This design comes from an exercise in tuning for small area and few clock cycles on the open sky130 flow, not from production work. Where RTL was checked, it was by simulation tests only, not by an equivalence proof against the original.

==> module mul_divider, before the edit <==
module mul_divider
(
    input   wire    rst,
    input   wire    clk,
    output  wire    muldiv_int,
                                        input   wire    muldiv_cn_wctrl,
                                        input   wire    muldiv_ar_wctrl,
    output  wire  [7:0] muldiv_br,      input   wire    muldiv_br_wctrl,
    output  wire  [7:0] muldiv_hr,      input   wire    muldiv_hr_wctrl,
    output  wire  [7:0] muldiv_cr,      input   wire    muldiv_cr_wctrl,
    input   wire  [7:0] dbus_wdata
  );
reg           muldiv_f;
reg           muldiv_md;       
reg   [1:0]   muldiv_sm;       
reg   [7:0]   ar_reg;
reg   [7:0]   br_reg;
reg   [7:0]   hr_reg;
reg   [7:0]   cr_reg;
reg   [2:0]   cnt_reg;
wire          muldiv_run = |cnt_reg;
assign  muldiv_br   =br_reg;
assign  muldiv_hr   =hr_reg;
assign  muldiv_cr   =cr_reg;
assign  muldiv_int  = muldiv_f;
wire  [7:0] a0 = muldiv_ar_wctrl ? dbus_wdata : ar_reg;
wire  [7:0] b0 = muldiv_br_wctrl ? dbus_wdata : br_reg;
wire  [7:0] h0 = muldiv_hr_wctrl ? dbus_wdata : hr_reg;
wire        start = (muldiv_cn_wctrl & dbus_wdata[5])
                  | (muldiv_ar_wctrl & (muldiv_sm==2'h1))
                  | (muldiv_br_wctrl & (muldiv_sm==2'h2))
                  | (muldiv_hr_wctrl & (muldiv_sm==2'h3));
wire        md_eff = muldiv_cn_wctrl ? dbus_wdata[3] : muldiv_md;
wire        last   = ~start & (cnt_reg == 3'h7);
function [9:0] add9;
  input [8:0] a;
  input [8:0] b;
  input       cin;
  reg   [9:0] g, p, gg, pp, ng, np;
  integer i, l, d;
  begin
    g  = {a & b, cin};
    p  = {a ^ b, 1'b0};
    gg = g; pp = p;
    for (l = 0; l < 4; l = l + 1)
    begin
      d  = 1 << l;
      ng = gg; np = pp;
      for (i = 0; i < 10; i = i + 1)
        if ((i / d) % 2 == 1)
        begin
          ng[i] = gg[i] | (pp[i] & gg[(i / d) * d - 1]);
          np[i] = pp[i] & pp[(i / d) * d - 1];
        end
      gg = ng; pp = np;
    end
    add9 = {gg[9], p[9:1] ^ gg[8:0]};
  end
endfunction
wire  [7:0]    m_h = muldiv_run ? hr_reg : 8'h0;
wire  [7:0]    m_c = muldiv_run ? cr_reg : a0;
wire  [9:0]    m_s = m_h + m_c[1:0] * b0;
wire  [15:0]   m_next = {m_s, m_c[7:2]};
wire         d_skip = ~muldiv_run & ~muldiv_ar_wctrl & ~muldiv_hr_wctrl & (hr_reg < ar_reg);
reg   [7:0]  r_rem;
reg   [15:0] r_x;
reg   [8:0]  r_t;
reg   [9:0]  r_d;
integer j;
always @*
begin
  r_rem = muldiv_run ? cr_reg : (d_skip ? hr_reg : 8'h0);
  r_x   = d_skip ? {b0, 8'h0} : {h0, b0};
  for (j = 0; j < 2; j = j + 1)
  begin
    r_t   = {r_rem, r_x[15]};
    r_d   = add9(r_t, ~{1'b0, a0}, 1'b1);
    r_d[9] = ~r_d[9];
    r_rem = r_d[9] ? r_t[7:0] : r_d[7:0];
    r_x   = {r_x[14:0], ~r_d[9]};
  end
end
always
@(negedge rst or posedge clk)
begin
  if(~rst)
  begin
    {muldiv_f,muldiv_md,muldiv_sm}<=4'h0;
    ar_reg <=8'h0;
    br_reg <=8'h0;
    hr_reg <=8'h0;
    cr_reg <=8'h0;
    cnt_reg <=3'h0;
  end
  else
  begin
    if(muldiv_cn_wctrl) begin {muldiv_f,muldiv_md,muldiv_sm}<={dbus_wdata[6],dbus_wdata[3],dbus_wdata[1:0]}; cnt_reg<=3'h0; end
    if(muldiv_ar_wctrl) ar_reg<=dbus_wdata;
    if(muldiv_br_wctrl) br_reg<=dbus_wdata;
    if(muldiv_hr_wctrl) hr_reg<=dbus_wdata;
    if(muldiv_cr_wctrl) cr_reg<=dbus_wdata;
    if(start | (muldiv_run & ~muldiv_cn_wctrl))
    begin
      cnt_reg <= start ? (md_eff ? (d_skip ? 3'h5 : 3'h1) : 3'h5) : cnt_reg + 1'b1;
      muldiv_f <= last;
      if(~md_eff)
        {hr_reg,cr_reg} <= m_next;
      else
      begin
        {hr_reg,br_reg} <= r_x;
        cr_reg <= r_rem;
      end
    end
  end
end
endmodule
Settings: LEC_CHECK=0, ABC_AREA=1, CAP_MARGIN=20, CORE_MARGIN=2, CORE_UTILIZATION=40, GPL_TIMING_DRIVEN=0, SLEW_MARGIN=20; clock period 5.0 ns.
standard.sh (not shown) runs the stock make flow with config.mk's settings and CLKGATE_MAP_FILE= SYNTH_SCRIPT=/design/flow/synth_recipe.tcl, a recipe that flattens the netlist after the stock synthesis.
==> flow/flow/run.sh <==
#!/bin/bash
# Standard layout (the standard.sh), with the port buffers made from the
# smallest buffer cell instead of the default one.
export BUFFER_PORTS_ARGS="-buffer_cell sky130_fd_sc_hd__buf_1"
bash standard.sh > standard.log 2>&1
Next try:
--- a/flow/design.v
+++ b/flow/design.v
@@ -58,11 +58,10 @@
     add9 = {gg[9], p[9:1] ^ gg[8:0]};
   end
 endfunction
-wire  [7:0]    m_h = muldiv_run ? hr_reg : 8'h0;
-wire  [7:0]    m_c = muldiv_run ? cr_reg : a0;
+wire  [7:0]    m_h = start ? 8'h0 : hr_reg;
+wire  [7:0]    m_c = start ? a0   : cr_reg;
 wire  [9:0]    m_s = m_h + m_c[1:0] * b0;
 wire  [15:0]   m_next = {m_s, m_c[7:2]};
-wire         d_skip = ~muldiv_run & ~muldiv_ar_wctrl & ~muldiv_hr_wctrl & (hr_reg < ar_reg);
 reg   [7:0]  r_rem;
 reg   [15:0] r_x;
 reg   [8:0]  r_t;
@@ -70,8 +69,8 @@
 integer j;
 always @*
 begin
-  r_rem = muldiv_run ? cr_reg : (d_skip ? hr_reg : 8'h0);
-  r_x   = d_skip ? {b0, 8'h0} : {h0, b0};
+  r_rem = start ? 8'h0 : cr_reg;
+  r_x   = {h0, b0};
   for (j = 0; j < 2; j = j + 1)
   begin
     r_t   = {r_rem, r_x[15]};
@@ -102,7 +101,7 @@
     if(muldiv_cr_wctrl) cr_reg<=dbus_wdata;
     if(start | (muldiv_run & ~muldiv_cn_wctrl))
     begin
-      cnt_reg <= start ? (md_eff ? (d_skip ? 3'h5 : 3'h1) : 3'h5) : cnt_reg + 1'b1;
+      cnt_reg <= start ? (md_eff ? 3'h1 : 3'h5) : cnt_reg + 1'b1;
       muldiv_f <= last;
       if(~md_eff)
         {hr_reg,cr_reg} <= m_next;
What happened: Sequential cell count stays the same. First-iteration DRC count drops by about a fifth. Clock-buffer cell count increases by 2. Synthesized cell count falls by roughly a tenth. Non-clock buffer count fell by 8. Die area falls by a little under a tenth. Setup slack gets better by 0.031 ns. Via count goes down by roughly a tenth. Utilization falls by 0.38 points. Design area goes down by a little under a tenth. Routed wire length decreases by roughly a tenth. Sequential share of layout area climbs by 1.9 points.
No functional check of the RTL was part of any run of this note.

========
The RTL this note starts from:
==> flow/design.v <==
`timescale 1ns/1ns
module mul_divider
(
    input   wire    rst,
    input   wire    clk,
    output  wire    muldiv_int,
                                        input   wire    muldiv_cn_wctrl,
                                        input   wire    muldiv_ar_wctrl,
    output  wire  [7:0] muldiv_br,      input   wire    muldiv_br_wctrl,
    output  wire  [7:0] muldiv_hr,      input   wire    muldiv_hr_wctrl,
    output  wire  [7:0] muldiv_cr,      input   wire    muldiv_cr_wctrl,
    input   wire  [7:0] dbus_wdata
  );
reg           muldiv_f;
reg           muldiv_md;       
reg   [1:0]   muldiv_sm;       
reg   [7:0]   ar_reg;
reg   [7:0]   br_reg;
reg   [7:0]   hr_reg;
reg   [7:0]   cr_reg;
reg   [2:0]   cnt_reg;
wire          muldiv_run = |cnt_reg;
assign  muldiv_br   =br_reg;
assign  muldiv_hr   =hr_reg;
assign  muldiv_cr   =cr_reg;
assign  muldiv_int  = muldiv_f;
wire  [7:0] a0 = muldiv_ar_wctrl ? dbus_wdata : ar_reg;
wire  [7:0] b0 = muldiv_br_wctrl ? dbus_wdata : br_reg;
wire  [7:0] h0 = muldiv_hr_wctrl ? dbus_wdata : hr_reg;
wire        start = (muldiv_cn_wctrl & dbus_wdata[5])
                  | (muldiv_ar_wctrl & (muldiv_sm==2'h1))
                  | (muldiv_br_wctrl & (muldiv_sm==2'h2))
                  | (muldiv_hr_wctrl & (muldiv_sm==2'h3));
wire        md_eff = muldiv_cn_wctrl ? dbus_wdata[3] : muldiv_md;
wire        last   = ~start & (cnt_reg == 3'h7);
function [9:0] add9;
  input [8:0] a;
  input [8:0] b;
  input       cin;
  reg   [9:0] g, p, gg, pp, ng, np;
  integer i, l, d;
  begin
    g  = {a & b, cin};
    p  = {a ^ b, 1'b0};
    gg = g; pp = p;
    for (l = 0; l < 4; l = l + 1)
    begin
      d  = 1 << l;
      ng = gg; np = pp;
      for (i = 0; i < 10; i = i + 1)
        if ((i / d) % 2 == 1)
        begin
          ng[i] = gg[i] | (pp[i] & gg[(i / d) * d - 1]);
          np[i] = pp[i] & pp[(i / d) * d - 1];
        end
      gg = ng; pp = np;
    end
    add9 = {gg[9], p[9:1] ^ gg[8:0]};
  end
endfunction
wire  [7:0]    m_h = muldiv_run ? hr_reg : 8'h0;
wire  [7:0]    m_c = muldiv_run ? cr_reg : a0;
wire  [8:0]    m_p0 = {1'b0, b0 & {8{m_c[0]}}};
wire  [8:0]    m_p1 = {b0 & {8{m_c[1]}}, 1'b0};
wire  [8:0]    m_p2 = {1'b0, m_h};
wire  [8:0]    m_sv = m_p0 ^ m_p1 ^ m_p2;
wire  [8:0]    m_cv = {(m_p0[7:0] & m_p1[7:0]) | (m_p0[7:0] & m_p2[7:0]) | (m_p1[7:0] & m_p2[7:0]), 1'b0};
wire  [9:0]    m_s = add9(m_sv, m_cv, 1'b0);
wire  [15:0]   m_next = {m_s, m_c[7:2]};
reg   [7:0]  r_rem;
reg   [15:0] r_x;
reg   [8:0]  r_t;
reg   [9:0]  r_d;
integer j;
always @*
begin
  r_rem = muldiv_run ? cr_reg : 8'h0;
  r_x   = {h0, b0};
  for (j = 0; j < 2; j = j + 1)
  begin
    r_t   = {r_rem, r_x[15]};
    r_d   = add9(r_t, ~{1'b0, a0}, 1'b1);
    r_d[9] = ~r_d[9];
    r_rem = r_d[9] ? r_t[7:0] : r_d[7:0];
    r_x   = {r_x[14:0], ~r_d[9]};
  end
end
always
@(negedge rst or posedge clk)
begin
  if(~rst)
  begin
    {muldiv_f,muldiv_md,muldiv_sm}<=4'h0;
    ar_reg <=8'h0;
    br_reg <=8'h0;
    hr_reg <=8'h0;
    cr_reg <=8'h0;
    cnt_reg <=3'h0;
  end
  else
  begin
    if(muldiv_cn_wctrl) begin {muldiv_f,muldiv_md,muldiv_sm}<={dbus_wdata[6],dbus_wdata[3],dbus_wdata[1:0]}; cnt_reg<=3'h0; end
    if(muldiv_ar_wctrl) ar_reg<=dbus_wdata;
    if(muldiv_br_wctrl) br_reg<=dbus_wdata;
    if(muldiv_hr_wctrl) hr_reg<=dbus_wdata;
    if(muldiv_cr_wctrl) cr_reg<=dbus_wdata;
    if(start | (muldiv_run & ~muldiv_cn_wctrl))
    begin
      cnt_reg <= start ? (md_eff ? 3'h1 : 3'h5) : cnt_reg + 1'b1;
      muldiv_f <= last;
      if(~md_eff)
        {hr_reg,cr_reg} <= m_next;
      else
      begin
        {hr_reg,br_reg} <= r_x;
        cr_reg <= r_rem;
      end
    end
  end
end
endmodule
export LEC_CHECK = 0
export ABC_AREA = 1
export CAP_MARGIN = 20
export CORE_MARGIN = 2
export CORE_UTILIZATION = 40
export GPL_TIMING_DRIVEN = 0
export SLEW_MARGIN = 20
create_clock -name core_clock -period 5.0 [get_ports {clk}]
==> flow/flow/run.sh <==
#!/bin/bash
# Standard layout (the standard.sh), with the port buffers made from the
# smallest buffer cell instead of the default one, and a clock tree without dummy loads.
export BUFFER_PORTS_ARGS="-buffer_cell sky130_fd_sc_hd__buf_1"
export CTS_ARGS="-sink_clustering_enable -repair_clock_nets -dont_use_dummy_load"
bash standard.sh > standard.log 2>&1
The first run completed without violations.
Testbench counts at the start, summed over its fixed seeds: cycles 154,097.
Next try:
--- a/flow/design.v
+++ b/flow/design.v
@@ -64,28 +64,36 @@
 wire  [8:0]    m_p1 = {b0 & {8{m_c[1]}}, 1'b0};
 wire  [8:0]    m_p2 = {1'b0, m_h};
 wire  [8:0]    m_sv = m_p0 ^ m_p1 ^ m_p2;
 wire  [8:0]    m_cv = {(m_p0[7:0] & m_p1[7:0]) | (m_p0[7:0] & m_p2[7:0]) | (m_p1[7:0] & m_p2[7:0]), 1'b0};
-wire  [9:0]    m_s = add9(m_sv, m_cv, 1'b0);
+wire  [9:0]    m_s;
 wire  [15:0]   m_next = {m_s, m_c[7:2]};
 reg   [7:0]  r_rem;
 reg   [15:0] r_x;
 reg   [8:0]  r_t;
 reg   [9:0]  r_d;
+reg   [9:0]  r_s;
 integer j;
 always @*
 begin
   r_rem = muldiv_run ? cr_reg : 8'h0;
   r_x   = {h0, b0};
   for (j = 0; j < 2; j = j + 1)
   begin
     r_t   = {r_rem, r_x[15]};
-    r_d   = add9(r_t, ~{1'b0, a0}, 1'b1);
+    if (j == 0)
+    begin
+      r_d = add9(md_eff ? r_t : m_sv, md_eff ? ~{1'b0, a0} : m_cv, md_eff);
+      r_s = r_d;
+    end
+    else
+      r_d = add9(r_t, ~{1'b0, a0}, 1'b1);
     r_d[9] = ~r_d[9];
     r_rem = r_d[9] ? r_t[7:0] : r_d[7:0];
     r_x   = {r_x[14:0], ~r_d[9]};
   end
 end
+assign m_s = r_s;
 always
 @(negedge rst or posedge clk)
 begin
   if(~rst)
The new run finished with setup timing left.
Hold slack is better by 5.9 ps.
Via count rose by about 9%.
Non-clock buffer count rose by 34.
Critical path depth rose by 3.
Synthesized cell count rose by 2.8%.
Routed wire length rose by 18%.
Sequential share of layout area fell by 3.4 points.
Final cell count rose by 7.3%.
Maximum frequency fell by about 9%.
Design area rose by 16%.
Count of clock-buffer cells in the layout does not change.
Register-to-register slack is worse by 490 ps.
For the second run of this note, only the layout was checked, not whether the RTL still works.

-- afterwards: timing with drivers on the ports --
In the flow no input, the clock included, has a driving cell. The finished layouts below were timed again as built, in two steps.
Step 1 (the two cells are an assumption about what drives the block):
set clk [get_ports {clk}]
set_driving_cell -lib_cell sky130_fd_sc_hd__clkbuf_16 $clk
set_driving_cell -lib_cell sky130_fd_sc_hd__buf_2 [delete_from_list [all_inputs] $clk]
Step 2 moves the port delays by t, midway between the first and last clock arrival at a register: inputs arrive t later, outputs are due t later. That takes back most of the time a late clock gives input paths.
Slacks: no drivers / after step 1 / after step 2; pairs: no drivers / after step 1.
run | shift t [ns] | slack for setup (ns) | hold WS [ns] | pins driven straight from the clock port
the first run of note 1 | 0.329 | 0.244 / 0.252 / -0.077 | 0.509 / 0.509 / 0.509 | 1
the second run of note 1 | 0.326 | 0.276 / 0.282 / -0.044 | 0.527 / 0.527 / 0.527 | 1
the first run of note 2 | 0.321 | 0.408 / 0.406 / 0.085 | 0.516 / 0.516 / 0.516 | 1
the second run of note 2 | 0.314 | -0.063 / -0.089 / -0.403 | 0.522 / 0.522 / 0.522 | 1
Met with ideal ports but missed after step 2: setup timing in the first run of note 1 and the second run of note 1. For the second run of note 2, which loses most, drivers alone change the setup slack by -0.026 ns; drivers and shift together by -0.340 ns.
